This is an optimization exercise on Yosys and OpenROAD, whose aim is small area, a short achievable clock period and few clock cycles per item, not a production implementation.
No run shown here included a check of the RTL's function; only the layout flow was run.
Power figures rest on the tool's default switching activity, not on a simulated workload.

File: flow/constraint.sdc
create_clock -name core_clock -period 8.0 [get_ports {pclk}]
set_input_delay 1.6000 -clock core_clock [delete_from_list [all_inputs] [get_ports {pclk}]]
set_output_delay 1.6000 -clock core_clock [all_outputs]
set_load 0.01 [all_outputs]
File: flow/design.v
module div_step #(
    parameter R = 8,
    parameter L = 8,
    parameter M1 = 0
) (
    input  [R+L-1:0] rq,       
    input  [R-1:0]   dv,       
    input            qinv,
    output [R+L-1:0] rq_next
);
    wire [R:0]   t    = rq[R+L-1:L-1];        
    wire [R+1:0] diff = {1'b0, t} + {2'b11, ~dv} + (M1 ? 1'b0 : 1'b1);    
    wire         ge   = ~diff[R+1];
    wire [R-1:0] rem  = ge ? diff[R-1:0] : t[R-1:0];
    assign rq_next = {rem, rq[L-2:0], ge ^ qinv};
endmodule
module rgb2hsv_clk (
    input pclk,
    input rst,  
    input enable,  
    input[23:0] RGB24,
    output[24:0] HSV25,
    output reg hsv_done
);
localparam LAST = 4'd10;
reg [23:0] rgb_q;
reg [3:0]  cnt;
reg [7:0]  vmax;      
reg [7:0]  dm1;       
reg [15:0] srq;       
reg [13:0] hrq;       
reg [1:0]  sel;       
reg        neg;       
reg        nz;        
always @(posedge pclk) begin
    rgb_q <= RGB24;
    if (rst) begin
        cnt <= 4'd0;
        hsv_done <= 1'b0;
    end else begin
        if (enable)
            cnt <= 4'd1;
        else if (cnt == LAST)
            cnt <= 4'd0;
        else if (cnt != 4'd0)
            cnt <= cnt + 4'd1;
        hsv_done <= cnt == LAST;
    end
end
wire [7:0] r = rgb_q[23:16];
wire [7:0] g = rgb_q[15:8];
wire [7:0] b = rgb_q[7:0];
wire r_ge_g = r >= g;
wire r_ge_b = r >= b;
wire g_ge_b = g >= b;
wire rmax = r_ge_g & r_ge_b;
wire gmax = ~rmax & g_ge_b;
wire [7:0] mx  = rmax ? r : (gmax ? g : b);
wire [7:0] mid = rmax ? (g_ge_b ? g : b) : gmax ? (r_ge_b ? r : b) : (r_ge_g ? r : g);
wire [7:0] mn  = rmax ? (g_ge_b ? b : g) : gmax ? (r_ge_b ? b : r) : (r_ge_g ? g : r);
wire [1:0] f_sel = rmax ? 2'd0 : (gmax ? 2'd1 : 2'd2);
wire f_neg = rmax ? ~g_ge_b : gmax ? r_ge_b & (r != b) : ~r_ge_g;
wire [7:0] f_dm1 = vmax + ~srq[15:8];
wire [7:0] f_x   = srq[7:0] - srq[15:8];
wire [15:0] s_next;
div_step #(.R(8), .L(8)) u_s (.rq(srq), .dv(vmax), .qinv(1'b0), .rq_next(s_next));
wire [13:0] h_next;
div_step #(.R(8), .L(6), .M1(1)) u_h (.rq(hrq), .dv(dm1), .qinv(neg), .rq_next(h_next));
wire [13:0] h60 = {hrq[7:0], 6'd0} - {4'd0, hrq[7:0], 2'd0};
wire [5:0]  hq = hrq[5:0];
wire [8:0]  base = sel == 2'd0 ? (neg ? 9'd297 : 9'd0) :
                   sel == 2'd1 ? (neg ? 9'd57 : 9'd120) :
                                 (neg ? 9'd177 : 9'd240);
wire [8:0]  hue = base + {3'd0, hq};
always @(posedge pclk) begin
    if (cnt == 4'd1) begin
        vmax <= mx;
        sel  <= f_sel;
        neg  <= f_neg;
        srq  <= {mn, mid};
    end else if (cnt == 4'd2) begin
        dm1  <= f_dm1;
        nz   <= ~&f_dm1;
        srq  <= {f_dm1, ~f_dm1};
    end else begin
        srq <= s_next;
    end
    if (cnt == 4'd2)
        hrq <= {6'd0, f_x};
    else if (cnt == 4'd3)
        hrq <= h60;
    else if (cnt == LAST)
        hrq <= {5'd0, hue};
    else
        hrq <= h_next;
end
assign HSV25 = {hrq[8:0], srq[7:0] & {8{nz}}, vmax};
endmodule
File: flow/flow/run.sh
#!/bin/bash
# Layout flow: the standard ORFS flow, with the ORFS variables listed in
# flow/make_args.txt added to its make command line (e.g. a tighter
# SETUP_SLACK_MARGIN for the timing repair).  If flow/abc.script exists,
# synthesis uses it as ABC's mapping script; everything else, and every
# later step, is the standard flow.  Each step's full output goes to a log
# file in this folder; ORFS's own logs stay under orfs/logs.
set -euo pipefail
ARGS=$(grep -v '^#' flow/make_args.txt | tr '\n' ' ')
if [[ -f flow/abc.script ]]; then
  mkdir -p scripts_abc
  for f in "$FLOW_HOME"/scripts/*; do ln -sf "$f" scripts_abc/; done
  rm -f scripts_abc/abc_speed.script
  cp flow/abc.script scripts_abc/abc_speed.script
  bash standard.sh SCRIPTS_DIR="$PWD/scripts_abc" $ARGS synth > synth.log 2>&1
fi
bash standard.sh $ARGS finish > finish.log 2>&1
File: flow/flow/make_args.txt
SETUP_SLACK_MARGIN=5.0
ADDER_MAP_FILE=
File: flow/flow/abc.script
&get -n
&st
&syn2
&dch -f
&nf -R 1000
&put
File: flow/standard.sh
#!/bin/bash
# synth_recipe.tcl (not shown) runs the flow's synth.tcl, then flattens the netlist and writes it again
# the make line also repeats each setting of config.mk as NAME=value (left out here)
make -C /OpenROAD-flow-scripts/flow DESIGN_CONFIG=/design/flow/config.mk WORK_HOME=/design/flow/orfs CLKGATE_MAP_FILE= SYNTH_SCRIPT=/design/flow/synth_recipe.tcl "${@:-finish}"
File: flow/config.mk
export PLATFORM = sky130hd
export DESIGN_NAME = rgb2hsv_clk
export DESIGN_NICKNAME = rgb2hsv_clk
export VERILOG_FILES = /design/flow/design.v
export SDC_FILE = /design/flow/constraint.sdc
export NUM_CORES = 4
export LEC_CHECK = 0
export CAP_MARGIN = 20
export CORE_MARGIN = 2
export CORE_UTILIZATION = 40
export SLEW_MARGIN = 20
==> impl_metrics.py, run 1 <==
metrics = {
    "final_layout": {
        "multi_input_area_mm2": 0.00303,
        "seqCellArea_mm2": 0.00181,
        "layout-drive-gt1-share_pct": 9.61,
        "fin_nets": 740,
        "fillers": 1187,
        "num_antenna_cells": 0,
        "area_delta_synth_final_pct": 24.6,
        "fin_cells": 886,
    },
    "clock_tree": {
        "clock_latency_ns": 0.34,
        "h-tree-depth": 3,
        "cts_root_buf": "clkbuf_16",
        "cts_tree": "built",
        "clock-sinks": 79,
        "clk_pin_slew_ns": 0.06,
        "cts_buffers": 9,
        "cts_buffer_depth": 2,
    },
    "pwr": {
        "ir_worst_vdd_mv": 0.139,
        "p_per_area_mw_per_mm2": 362,
        "p_leak_nw": 2.23,
    },
    "route": {
        "drt-pass1-iter-count": 5,
        "dr_total_vias": 4937,
        "totalWireLength_um": 13800,
        "ant_nets": 0,
        "drtIter0Drc": 307,
        "routed_via_density": 5.57,
        "wl_per_cell_um": 15.6,
        "post-route-drc-count": 0,
    },
    "flow_run": {
        "cap_violations": 0,
    },
    "floorplan": {
        "dieWidth_um": 116,
        "dieArea_mm2": 0.0133,
        "std_cell_rows": 40,
        "start_util_pct": 41.3,
        "pin_count": 53,
        "core_region_area_mm2": 0.0121,
        "die_y_um": 116,
    },
    "synthesis": {
        "yosys.cell_types.count": 45,
        "yosysWarnings": 1,
        "synthesis.nets": 661,
        "synth_top_area_cell": "dfxtp_1",
        "synth_seq_area_share_pct": 35.8,
        "synthFlopType": "dfxtp_1",
        "netlist_instances": 634,
        "avgSynthCellArea_um2": 7.85,
        "ys_ff_latch": 79,
        "synth_top_area_share_pct": 23.7,
        "synthArstFlopShare_pct": 0,
        "netlist_area_mm2": 0.00498,
        "synth_edf_count": 20,
        "synthTopCellsByCount": "nor2_1, a21oi_1, dfxtp_1",
        "synth.area.top_cells": "dfxtp_1, edfxtp_1, xnor2_1",
        "synth.most_common_cell": "nor2_1",
    },
    "timing": {
        "maxSlewHeadroom_pct": 36.5,
        "clock_skew_ns": 0.00225,
        "rsz0062_at_grt": "true",
        "tightest_slew_ns": 0.946,
        "tns_ns": 0,
        "hold_violations": 0,
        "fin_crit_ns": 3.00,
        "finalSetupViolCount": 0,
        "report.final.slew_viol_count": 0,
        "min_period_over_period_pct": 37.5,
        "timing.fmax_mhz": 333,
    },
    "global_routing": {
        "grt_util_all_layers_pct": 21.6,
        "grt_max_degree": 35,
        "grt_first_pass_wirelength_um": 22700,
        "antenna_found_initial": 0,
        "grt_pass1_vias": 4680,
        "grt-ovfl-total": 0,
    },
    "placed_design": {
        "gp_congestion": 0.915,
        "port_buffers": 52,
        "placed_cells": 847,
        "dp_hpwl_um": 10200,
    },
    "critical_path": {
        "path_cells": "buf_4 > buf_4 > and2_0 > clkdlybuf4s15_1",
        "crit_family": "buffers and inverters",
        "worstSetupPathType": "flop to primary output",
        "crit_arrival_ns": 1.40,
        "startpoint_type": "flop",
        "crit_required_ns": 6.40,
        "cpMostUsedCell": "buf_4",
        "cp-end-kind": "primary output",
        "worstPathMaxFanout": 3,
        "rrSetupSlack_ns": 5.06,
        "crit_buf_inv": 3,
        "cp_slowest_cell": "edfxtp_1",
        "cpPeakStageDelay_ns": 0.41,
    },
    "min_path": {
        "min_path_type": "flop to flop",
    },
    "run_status": {
        "status": "finished clean",
    },
}
logic make-up after synthesis:
group	Yosys count	share of synthesized area (%)
AO/OA/AOI/OAI	207	25.0
adder cells (fa/ha/maj)	6	1.21
XOR/XNOR	77	13.6
buffers and inverters	52	4.60
AND/OR/NAND/NOR	213	19.8
flip-flops	79	35.8
power breakdown:
part / leakage, nW / internal, W / switching [W]
combinational: 1.42 / 0.000547 / 0.000605
clock: 0.133 / 0.000213 / 0.000176
sequential: 0.679 / 0.000534 / 0.000172
cell type report:
cell class / count / area share [%]
Clock buffer: 9 / 3.63
Clock inverter: 7 / 0.888
Inverter: 43 / 2.64
Multi-Input combinational cell: 503 / 48.9
Sequential cell: 79 / 29.1
Tap cell: 168 / 3.39
Timing Repair Buffer: 77 / 11.5
worst reg2reg max path, cell delays in order, from the launching register on:
cell	delay, ns
dfxtp_1	0.40
clkinv_1	0.18
a22o_1	0.26
a2111oi_1	0.42
a31oi_1	0.16
o31ai_2	0.23
buf_4	0.18
nand2_2	0.11
nand2b_2	0.19
nand2_1	0.22
o22a_1	0.26
o21ai_0	0.08
a22oi_1	0.08
stage by stage:
stage | power, W | hold slack (ns) | utilization [%] | worst slack (ns) | cell area (um2)
floorplan | 0.00151 | 0.494 | - | 5.01 | 4980
global placement | 0.00179 | 0.539 | 46.9 | 4.51 | 5660
detailed placement | 0.00180 | 0.537 | 46.9 | 4.39 | 5660
CTS | 0.00222 | 0.546 | 50.2 | 4.90 | 6050
global route | 0.00244 | 0.599 | 51.4 | 4.86 | 6200
finish | 0.00225 | 0.550 | 51.4 | 5.00 | 6200
path summary, 6_finish.rpt:
path | to | start | cells after the start
max | HSV25[13] | nz | 4
min | srq[1] | srq[0] | 2
max reg2reg | srq[1] | rgb_q[10] | 12
min reg2reg | srq[1] | srq[0] | 2
routing by layer:
metal / up-vias / routed length, um / GRT usage (%)
met5: - / 0 / 0
met4: 0 / 412 / 9.80
met3: 34 / 701 / 3.61
met2: 184 / 6880 / 38.1
met1: 2295 / 5840 / 25.7
li1: 2424 / - / -
what timing repair did:
item                       CTS  global route
setup endpoints to repair   40            36
gates cloned                 0             0
pin swaps                    2             3
gates resized for setup     35            26
hold buffers                 0             0
setup buffers                9            14
layout by cell type, fill, tap and decap left out, types with 3 or more instances in the layout:
cell type	synthesis	final
nand4_1	4	4
o221ai_1	10	10
and3_1	4	4
a21oi_1	69	68
o211ai_1	3	3
o22ai_1	28	27
nand2_1	53	51
clkdlybuf4s50_1	0	44
dfxtp_1	59	49
nor3_1	10	8
xor2_1	26	26
dfxtp_4	0	5
nand2b_1	15	13
buf_6	0	5
buf_4	9	22
a22oi_1	7	7
a31oi_1	5	5
edfxtp_1	20	20
nor2b_1	22	22
o21ai_0	54	52
clkinv_1	43	42
a211oi_1	6	6
and2_0	8	6
maj3_1	6	6
clkdlybuf4s15_1	0	3
o22a_1	3	3
inv_6	0	3
or2_0	4	4
nor2_1	80	80
a311oi_1	3	3
clkbuf_16	0	9
nand3_1	7	7
xnor2_1	51	51
dfxtp_2	0	5
registers in the layout, summed over array words and instances, names as in the netlist:
signal    flops
neg           1
hsv_done      1
srq          16
rgb_q        24
hrq          14
dm1           8
vmax          8
nz            1
sel           2
cnt           4
==> run 2, diff against run 1 <==
==> flow/flow/make_args.txt (replaced) <==
SETUP_SLACK_MARGIN=5.0
==> run 2 against run 1 <==
  * Die area grew 4.3%
  * First-iteration DRC count decreased by 33%
  * Core utilization fell by 1.3 points
==> impl_metrics.py, run 2 <==
metrics = {
    "run_status": {
        "status": "finished clean",
    },
    "final_layout": {
        "largest-register": "rgb_q",
        "area_delta_synth_final_pct": 22.1,
        "fin_cells": 848,
        "top_regs": "rgb_q: 24 flops, srq: 16 flops, hrq: 14 flops",
        "final_common_cell": "a21oi_1",
        "fin_nets": 770,
        "layout-drive-gt1-share_pct": 8.43,
        "largest_reg_flops": 24,
        "num_antenna_cells": 0,
        "layout_common_cells": "a21oi_1, ha_1, clkinv_1",
    },
    "clock_tree": {
        "cts_buffers": 9,
        "h-tree-depth": 3,
        "postCtsHoldBufs": 0,
        "cts_root_buf": "clkbuf_16",
        "cts_tree": "built",
        "cts_buffer_depth": 2,
        "clock_latency_ns": 0.34,
        "clk_pin_slew_ns": 0.06,
        "clock-sinks": 79,
    },
    "floorplan": {
        "dieArea_mm2": 0.0139,
        "die_y_um": 118,
        "dieWidth_um": 118,
        "pin_count": 53,
        "start_util_pct": 41.0,
        "core_region_area_mm2": 0.0127,
        "std_cell_rows": 41,
    },
    "timing": {
        "finalSetupViolCount": 0,
        "maxSlewHeadroom_pct": 34.9,
        "fin_crit_ns": 3.05,
        "clock_skew_ns": 0.00554,
        "timing.fmax_mhz": 328,
        "tightest_slew_ns": 0.976,
        "min_period_over_period_pct": 38.1,
        "rsz0062_at_grt": "true",
        "tns_ns": 0,
        "hold_violations": 0,
        "report.final.slew_viol_count": 0,
    },
    "synthesis": {
        "synthArstFlopShare_pct": 0,
        "netlist_area_mm2": 0.00520,
        "synth_top_area_cell": "dfxtp_1",
        "synth_edf_count": 20,
        "synthTopCellsByCount": "a21oi_1, ha_1, clkinv_1, dfxtp_1, nor2_1",
        "synth.most_common_cell": "a21oi_1",
        "synth_top_area_share_pct": 22.7,
        "synth.area.top_cells": "dfxtp_1, ha_1, edfxtp_1",
        "yosys.cell_types.count": 41,
        "avgSynthCellArea_um2": 8.66,
        "synthesis.nets": 699,
        "synthFlopType": "dfxtp_1",
        "netlist_instances": 600,
        "yosysWarnings": 1,
        "ys_ff_latch": 79,
        "synth_seq_area_share_pct": 34.3,
    },
    "critical_path": {
        "crit_required_ns": 6.40,
        "worstSetupPathType": "flop to primary output",
        "startpoint_type": "flop",
        "worstPathMaxFanout": 4,
        "ff2ff_path_depth": 12,
        "crit_arrival_ns": 1.45,
        "cp-end-kind": "primary output",
    },
    "global_routing": {
        "grt-ovfl-total": 0,
        "grt_pass1_vias": 4727,
        "grt_first_pass_wirelength_um": 22400,
        "grt_max_degree": 32,
        "antenna_found_initial": 0,
        "grt_util_all_layers_pct": 19.9,
    },
    "route": {
        "drt-pass1-iter-count": 5,
        "routed_via_density": 5.46,
        "ant_nets": 0,
        "post-route-drc-count": 0,
        "drtIter0Drc": 206,
        "wl_per_cell_um": 15.9,
        "totalWireLength_um": 13500,
        "dr_total_vias": 4631,
    },
    "pwr": {
        "p_per_area_mw_per_mm2": 374,
        "p_leak_nw": 2.58,
        "ir_worst_vdd_mv": 0.150,
    },
    "flow_run": {
        "cap_violations": 0,
    },
    "min_path": {
        "min_path_type": "flop to flop",
        "hold_path_depth": 2,
    },
    "placed_design": {
        "dp_hpwl_um": 10400,
        "port_buffers": 52,
        "placed_cells": 818,
        "gp_congestion": 0.939,
    },
}
## run 2: cell count changes after synthesis, sizes merged, moves of 7 or more
cell    change
ha         +68
nor2       -30
xnor2      -28
nor2b      -21
o21ai      -17
a21o       +16
clkinv     +16
nand2b     -12
o22ai      -11
a21oi       +9
nand2       -8
xor2        -7
## run 2: power breakdown
group	internal [W]	switching (W)	total, W	leakage (nW)
clock network	0.000270	0.000159	0.000429	0.156
registers	0.000530	0.000122	0.000652	0.680
logic	0.000596	0.000698	0.00129	1.74
total	0.00140	0.000980	0.00238	2.58
## run 2: what timing repair did
action	4_1_cts	5_1_grt
pin swaps	0	2
setup buffers	5	9
setup endpoints to repair	36	26
gates resized for setup	24	26
## run 2: area by class of cell
class / count / area (um2)
fill: 1236 / 6320
multi-input combinational: 453 / 3180
sequential: 79 / 1790
timing repair buffer: 69 / 617
clock buffer: 13 / 272
inverter: 59 / 225
tap: 172 / 215
clock inverter: 3 / 45.0
## run 2: metrics by stage
| stage | hold slack, ns | total power, W | setup slack, ns | util, % | cell area (um2) |
|---|---|---|---|---|---|
| floorplan | 0.477 | 0.00159 | 5.08 | - | 5210 |
| global placement | 0.522 | 0.00189 | 4.68 | 46.5 | 5900 |
| detailed placement | 0.530 | 0.00192 | 4.53 | 46.5 | 5900 |
| CTS | 0.540 | 0.00237 | 4.89 | 49.5 | 6270 |
| global route | 0.581 | 0.00257 | 4.90 | 50.1 | 6350 |
| finish | 0.539 | 0.00238 | 4.95 | 50.1 | 6350 |
## run 2: layer usage
layer  GRT usage (%)  share of wire [%]
met5               0                  0
met4            7.15                2.6
met3            4.89                4.7
met2            35.5                 50
met1            23.0                 43
## run 2: kinds of logic (layout without fill, tap and decap cells)
group           count (synthesis)  after routing  share of synthesized area [%]
compound gates                199            199                           23.2
xor+xnor                       42             42                           7.08
fa+ha+maj                      72             72                           17.9
buf+inv                        68            144                           5.56
flops                          79             79                           34.3
simple gates                  140            140                           12.0
## run 2: worst paths after layout
| kind | slack (ns) | end | startpoint |
|---|---|---|---|
| min | 0.54 | cnt[3] | cnt[3] |
| max | 4.95 | HSV25[10] | nz |
| min reg2reg | 0.54 | cnt[3] | cnt[3] |
| max reg2reg | 5.20 | vmax[7] | rgb_q[7] |
## run 2: critical path: stages (launching register included)
cell           delay [ns]
edfxtp_1             0.40
buf_4                0.16
buf_4                0.14
and2_0               0.14
dlygate4sd2_1        0.28
==> run 3, diff against run 2 <==
==> flow/flow/make_args.txt (replaced) <==
SETUP_SLACK_MARGIN=6.0
removed: flow/flow/abc.script
==> run 3 against run 2 <==
  * Still clean on timing, DRC and antenna
  * Final area increased by 37%
  * Cell count increased by 17%
  * Sequential power decreased by 2%
  * Clock skew about the same
  * First-iteration DRC count increased by 79%
  * Via count increased by 20%
  * Synthesized cell count increased by 8.5%
  * Sequential share of layout area decreased by 6.8 points
  * Core utilization increased by 13 points
  * Worst setup slack improved by 0.24 ns
  * Largest power group unchanged
  * Highest routed layer is now met5
==> impl_metrics.py, run 3 <==
metrics = {
    "final_layout": {
        "multi_input_area_mm2": 0.00450,
        "largest_reg_flops": 24,
        "final_common_cell": "buf_4",
        "num_antenna_cells": 0,
        "postLayoutCellArea_mm2": 0.00867,
        "layout-drive-gt1-share_pct": 46.4,
        "seqCellArea_mm2": 0.00186,
        "fillers": 1094,
        "top_regs": "rgb_q: 24 flops, srq: 16 flops, hrq: 14 flops",
        "layout_common_cells": "buf_4, buf_6, inv_1",
        "fin_nets": 910,
        "area_delta_synth_final_pct": 54.0,
        "largest-register": "rgb_q",
    },
    "global_routing": {
        "grt_first_pass_wirelength_um": 26400,
        "grt_max_degree": 25,
        "grt_util_all_layers_pct": 22.7,
        "antenna_found_initial": 1,
        "grt-ovfl-total": 0,
        "grt_pass1_vias": 5425,
    },
    "synthesis": {
        "synthesis.nets": 750,
        "synthFlopType": "dfxtp_1",
        "synth.most_common_cell": "ha_1",
        "netlist_area_mm2": 0.00563,
        "synth.area.top_cells": "dfxtp_1, ha_1, edfxtp_1",
        "synth_edf_count": 20,
        "avgSynthCellArea_um2": 8.65,
        "synthArstFlopShare_pct": 0,
        "synthTopCellsByCount": "ha_1, a21oi_1, inv_1, nor2_1, dfxtp_1",
        "synth_top_area_cell": "dfxtp_1",
        "yosys.cell_types.count": 69,
        "yosysWarnings": 1,
        "netlist_instances": 651,
        "synth_top_area_share_pct": 21.0,
        "ys_ff_latch": 79,
        "synth_seq_area_share_pct": 31.6,
    },
    "clock_tree": {
        "clock_latency_ns": 0.35,
        "cts_root_buf": "clkbuf_16",
        "cts_tree": "built",
        "cts_buffer_depth": 2,
        "clk_pin_slew_ns": 0.06,
        "clock-sinks": 79,
        "h-tree-depth": 3,
        "postCtsHoldBufs": 0,
        "cts_buffers": 9,
    },
    "floorplan": {
        "die_y_um": 123,
        "start_util_pct": 40.7,
        "core_region_area_mm2": 0.0138,
        "std_cell_rows": 43,
        "pin_count": 53,
        "dieArea_mm2": 0.0150,
        "dieWidth_um": 123,
    },
    "pwr": {
        "power.share.combinational_pct": 67.4,
        "p_leak_nw": 3.65,
        "p_sw_w": 0.00129,
        "switching_share_pct": 40.1,
        "ir_worst_vdd_mv": 0.159,
        "p_per_area_mw_per_mm2": 369,
        "p_int_w": 0.00192,
        "clkPwrFrac_pct": 12.8,
        "seqPwrFrac_pct": 19.9,
    },
    "timing": {
        "min_period_over_period_pct": 35.0,
        "tns_ns": 0,
        "timing.fmax_mhz": 357,
        "rsz0062_at_grt": "true",
        "finalSetupViolCount": 0,
        "hold_violations": 0,
        "maxSlewHeadroom_pct": 59.6,
        "report.final.slew_viol_count": 0,
        "tightest_slew_ns": 0.604,
        "clock_skew_ns": 0.00578,
        "fin_crit_ns": 2.80,
        "worst_slack_ns": 5.20,
    },
    "route": {
        "post-route-drc-count": 0,
        "routed_via_density": 5.58,
        "drtIter0Drc": 369,
        "totalWireLength_um": 17400,
        "wl_per_cell_um": 17.5,
        "drt-pass1-iter-count": 5,
        "ant_nets": 0,
        "dr_total_vias": 5562,
    },
    "placed_design": {
        "port_buffers": 52,
        "dp_slack_ns": 5.04,
        "dp_hpwl_um": 11100,
        "gp_congestion": 0.838,
        "place_area_mm2": 0.00651,
    },
    "critical_path": {
        "worstSetupPathType": "flop to primary output",
        "r2r_end": "hrq[7]",
        "rrSetupSlack_ns": 5.47,
        "crit_start": "nz",
        "r2r-start": "neg",
        "worstPathMaxFanout": 5,
        "crit_arrival_ns": 1.20,
        "startpoint_type": "flop",
        "ff2ff_path_depth": 10,
        "cp-end-kind": "primary output",
        "crit_required_ns": 6.40,
    },
    "min_path": {
        "holdPathEnd": "hrq[13]",
        "worstHoldStart": "hrq[12]",
        "hold_path_depth": 2,
        "min_path_type": "flop to flop",
    },
    "flow_run": {
        "cap_violations": 0,
    },
    "run_status": {
        "status": "finished clean",
    },
}
==> run 3: changes by cell type after synthesis, sizes merged, moves of 8 or more <==
cell	previous run	this run
a21oi	78	69
mux2i	0	9
inv	0	61
clkinv	59	0
nor2	50	63
nand2	45	37
==> run 3: worst max path at each step <==
stage                 to  slack (ns)  cells after the start
2_1_floorplan     hrq[7]        5.57                     10
3_3_place_gp    HSV25[8]        5.04                      2
3_5_place_dp   HSV25[11]        5.04                      2
4_1_cts        HSV25[10]        5.19                      3
5_1_grt        HSV25[15]        5.16                      3
6_report       HSV25[10]        5.20                      3
==> run 3: worst max-delay path, stage by stage, from the launching register on <==
cell	delay (ns)
edfxtp_1	0.44
buf_12	0.17
and2_4	0.13
buf_6	0.11
==> run 3: per-stage QoR <==
step | std cells | utilization (%) | total power [W] | hold WS [ns]
2_1_floorplan | 651 | - | 0.00180 | 0.480
3_3_place_gp | 863 | 47.1 | 0.00210 | 0.511
3_5_place_dp | 863 | 47.1 | 0.00212 | 0.518
4_1_cts | 968 | 58.8 | 0.00301 | 0.528
5_1_grt | 996 | 62.7 | 0.00342 | 0.551
6_report | 996 | 62.7 | 0.00320 | 0.519
==> run 3: logic make-up after synthesis <==
group	synth area share (%)
buf+inv	6.53
simple gates	12.8
compound gates	24.6
xor+xnor	6.07
flops	31.6
mux	1.87
fa+ha+maj	16.5
==> run 3: cell type report <==
| cell class | count | area share [%] |
|---|---|---|
| multi-input cells | 488 | 51.9 |
| flip-flops and latches | 79 | 21.4 |
| repair buffers | 172 | 17.9 |
| clock buffers | 14 | 3.29 |
| inverters | 61 | 2.76 |
| well taps | 180 | 2.60 |
| clock inverters | 2 | 0.144 |
==> run 3: power by group through the flow <==
stage / combinational (W) / clock (W) / sequential (W)
floorplan: 0.00117 / 0 / 0.000629
global placement: 0.00143 / 0 / 0.000668
detailed placement: 0.00145 / 0 / 0.000672
CTS: 0.00196 / 0.000416 / 0.000632
global route: 0.00234 / 0.000435 / 0.000648
finish: 0.00216 / 0.000408 / 0.000636
==> run 3: timing repair <==
item,CTS,global route
cloned,1,1
pin swaps,77,54
gates resized for setup,284,77
setup buffers,88,27
setup endpoints to repair,90,88
==> run 3: layer usage <==
layer | up-vias | global-route usage, % | wire length, um
met5 | - | 0 | 8
met1 | 2662 | 26.3 | 6970
met4 | 2 | 7.04 | 592
met3 | 52 | 4.65 | 775
met2 | 181 | 41.6 | 9090
li1 | 2665 | - | -
==> run 4, diff against run 3 <==
==> flow/flow/make_args.txt (replaced) <==
SETUP_SLACK_MARGIN=5.5
==> run 4 against run 3 <==
  * Sequential share of layout area is 3.8 points higher
  * Clock skew is 0.0033 ns higher
  * Worst setup slack worse by 0.023 ns
  * Cell count is 6.9% lower
  * Critical path depth stayed put
  * Die area stayed put
  * Area after synthesis stayed put
  * Combinational power is 24% lower
  * Core utilization is 11 points lower
  * Non-clock buffer count is 70 lower
  * Power is 16% lower
  * Clock-buffer cell count is 1 lower
==> impl_metrics.py, run 4 <==
metrics = {
    "flow_run": {
        "cap_violations": 0,
    },
    "global_routing": {
        "grt_max_degree": 25,
        "antenna_found_initial": 0,
        "grt_pass1_vias": 5061,
        "grt_util_all_layers_pct": 21.1,
        "grt_first_pass_wirelength_um": 24600,
        "grt-ovfl-total": 0,
    },
    "placed_design": {
        "place_area_mm2": 0.00625,
        "gp_congestion": 0.896,
        "port_buffers": 52,
        "placed_cells": 861,
        "dp_hpwl_um": 11100,
    },
    "pwr": {
        "p_leak_nw": 3.16,
        "p_per_area_mw_per_mm2": 372,
        "ir_worst_vdd_mv": 0.131,
    },
    "floorplan": {
        "dieWidth_um": 123,
        "dieArea_mm2": 0.0150,
        "core_region_area_mm2": 0.0138,
        "start_util_pct": 40.7,
        "std_cell_rows": 43,
        "pin_count": 53,
        "die_y_um": 123,
    },
    "synthesis": {
        "yosysWarnings": 1,
        "synthesis.nets": 750,
        "synth_seq_area_share_pct": 31.6,
        "synth_edf_count": 20,
        "netlist_instances": 651,
        "avgSynthCellArea_um2": 8.65,
        "synthTopCellsByCount": "ha_1, a21oi_1, inv_1, nor2_1, dfxtp_1",
        "yosys.cell_types.count": 69,
        "synthFlopType": "dfxtp_1",
        "synth_top_area_share_pct": 21.0,
        "ys_ff_latch": 79,
        "synth.area.top_cells": "dfxtp_1, ha_1, edfxtp_1",
        "netlist_area_mm2": 0.00563,
        "synthArstFlopShare_pct": 0,
        "synth_top_area_cell": "dfxtp_1",
        "synth.most_common_cell": "ha_1",
    },
    "clock_tree": {
        "postCtsHoldBufs": 0,
        "cts_buffer_depth": 2,
        "clk_pin_slew_ns": 0.06,
        "clock-sinks": 79,
        "h-tree-depth": 3,
        "cts_root_buf": "clkbuf_16",
        "cts_tree": "built",
        "clock_latency_ns": 0.35,
        "cts_buffers": 9,
    },
    "min_path": {
        "min_path_type": "flop to flop",
    },
    "route": {
        "dr_total_vias": 5110,
        "routed_via_density": 5.51,
        "ant_nets": 0,
        "post-route-drc-count": 0,
        "totalWireLength_um": 15200,
        "drt-pass1-iter-count": 5,
        "drtIter0Drc": 261,
        "wl_per_cell_um": 16.4,
    },
    "timing": {
        "clock_skew_ns": 0.00911,
        "fin_crit_ns": 2.83,
        "finalSetupViolCount": 0,
        "hold_violations": 0,
        "tightest_slew_ns": 0.698,
        "tns_ns": 0,
        "maxSlewHeadroom_pct": 53.5,
        "report.final.slew_viol_count": 0,
        "timing.fmax_mhz": 354,
        "min_period_over_period_pct": 35.3,
        "rsz0062_at_grt": "true",
    },
    "critical_path": {
        "cp-end-kind": "primary output",
        "path_cells": "buf_12 > and2_4 > buf_6",
        "cp_slowest_cell": "edfxtp_1",
        "crit_arrival_ns": 1.23,
        "worstPathMaxFanout": 6,
        "startpoint_type": "flop",
        "worstSetupPathType": "flop to primary output",
        "crit_required_ns": 6.40,
        "cpPeakStageDelay_ns": 0.44,
    },
    "final_layout": {
        "layout_common_cells": "ha_1, a21oi_1, inv_1",
        "final_common_cell": "ha_1",
        "postLayoutCellArea_mm2": 0.00721,
        "fin_util_pct": 52.1,
        "largest-register": "rgb_q",
        "fin_nets": 841,
        "largest_reg_flops": 24,
        "num_antenna_cells": 0,
        "layout-drive-gt1-share_pct": 21.8,
        "fin_cells": 927,
        "top_regs": "rgb_q: 24 flops, srq: 16 flops, hrq: 14 flops",
        "area_delta_synth_final_pct": 28.0,
    },
    "run_status": {
        "status": "finished clean",
    },
}
[run 4: cell counts after synthesis]
Identical to the previous run, type by type.
[run 4: worst max-delay path, delay by kind of cell, from the launching register on]
family | cells | cell delay, ns
buffers and inverters | 2 | 0.28
flip-flops | 1 | 0.44
AND/OR/NAND/NOR | 1 | 0.15
[run 4: kinds of logic (layout without fill, tap and decap cells)]
| kind of cell | after synthesis | in the layout | share of synthesized area [%] |
|---|---|---|---|
| adder cells (fa/ha/maj) | 72 | 72 | 16.5 |
| AND/OR/NAND/NOR | 156 | 156 | 12.8 |
| AO/OA/AOI/OAI | 211 | 211 | 24.6 |
| buffers and inverters | 84 | 180 | 6.53 |
| XOR/XNOR | 39 | 39 | 6.07 |
| flip-flops | 79 | 79 | 31.6 |
| multiplexers | 10 | 10 | 1.87 |
[run 4: per-stage QoR]
stage | total power [W] | worst slack [ns] | hold slack [ns]
CTS | 0.00255 | 5.16 | 0.537
global route | 0.00290 | 5.14 | 0.572
finish | 0.00268 | 5.17 | 0.531
detailed placement | 0.00203 | 5.12 | 0.530
floorplan | 0.00169 | 5.54 | 0.480
global placement | 0.00201 | 5.14 | 0.512
[run 4: final cells by class]
class,count,area [um2]
Multi-Input combinational cell,488,3750
Clock inverter,3,46.3
Sequential cell,79,1820
Clock buffer,13,240
Fill cell,1275,6620
Inverter,61,238
Tap cell,180,225
Timing Repair Buffer,102,886
Timing Repair inverter,1,5.00
[run 4: final timing paths]
path,cells past startpoint,from,slack [ns],end
worst max register to register,11,vmax[1],5.52,srq[0]
worst max-delay path,3,nz,5.17,HSV25[8]
worst min-delay path,2,cnt[1],0.53,cnt[1]
worst min register to register,2,cnt[1],0.53,cnt[1]
[run 4: power breakdown]
part,switching (W),internal (W)
Sequential,0.0000845,0.000541
Clock,0.000157,0.000242
Combinational,0.000862,0.000793
Total,0.00110,0.00158
[run 4: layer usage]
metal	global-route usage [%]	vias to the layer above	wire length, um
met2	37.5	181	7590
li1	-	2519	-
met3	4.28	31	825
met4	9.20	0	408
met1	24.3	2379	6390
met5	0	-	0
[run 4: repair_timing]
item                       in CTS  in global routing
setup endpoints to repair      62                 37
cloned                          1                  0
gates resized for setup       162                 42
pin swaps                       7                 21
buffers inserted               24                 25

-- afterwards: timing with drivers on the ports --
In the flow no input, the clock included, has a driving cell. The finished layouts below were timed again as built, in two steps. Step 1 assumes that a clkbuf_16 drives the clock port and a buf_2 every other input. Step 2 also shifts input and output timing later by t, the mid clock arrival at the registers, as if the neighbouring blocks saw the same clock. Three values: ideal ports, drivers, drivers and shift; two values: the first two.
| run | shift t [ns] | slack for setup (ns) | worst hold slack (ns) | worst slew at a driven data input, ns |
|---|---|---|---|---|
| run 1 | 0.382 | 5.001 / 4.961 / 5.064 | 0.550 / 0.550 / 0.550 | 0.03 |
| run 2 | 0.381 | 4.954 / 4.915 / 5.204 | 0.539 / 0.539 / 0.539 | 0.04 |
| run 3 | 0.384 | 5.197 / 5.157 / 5.471 | 0.519 / 0.519 / 0.519 | 0.03 |
| run 4 | 0.385 | 5.174 / 5.135 / 5.516 | 0.531 / 0.531 / 0.531 | 0.03 |
After both steps setup and hold are still met in every run listed.
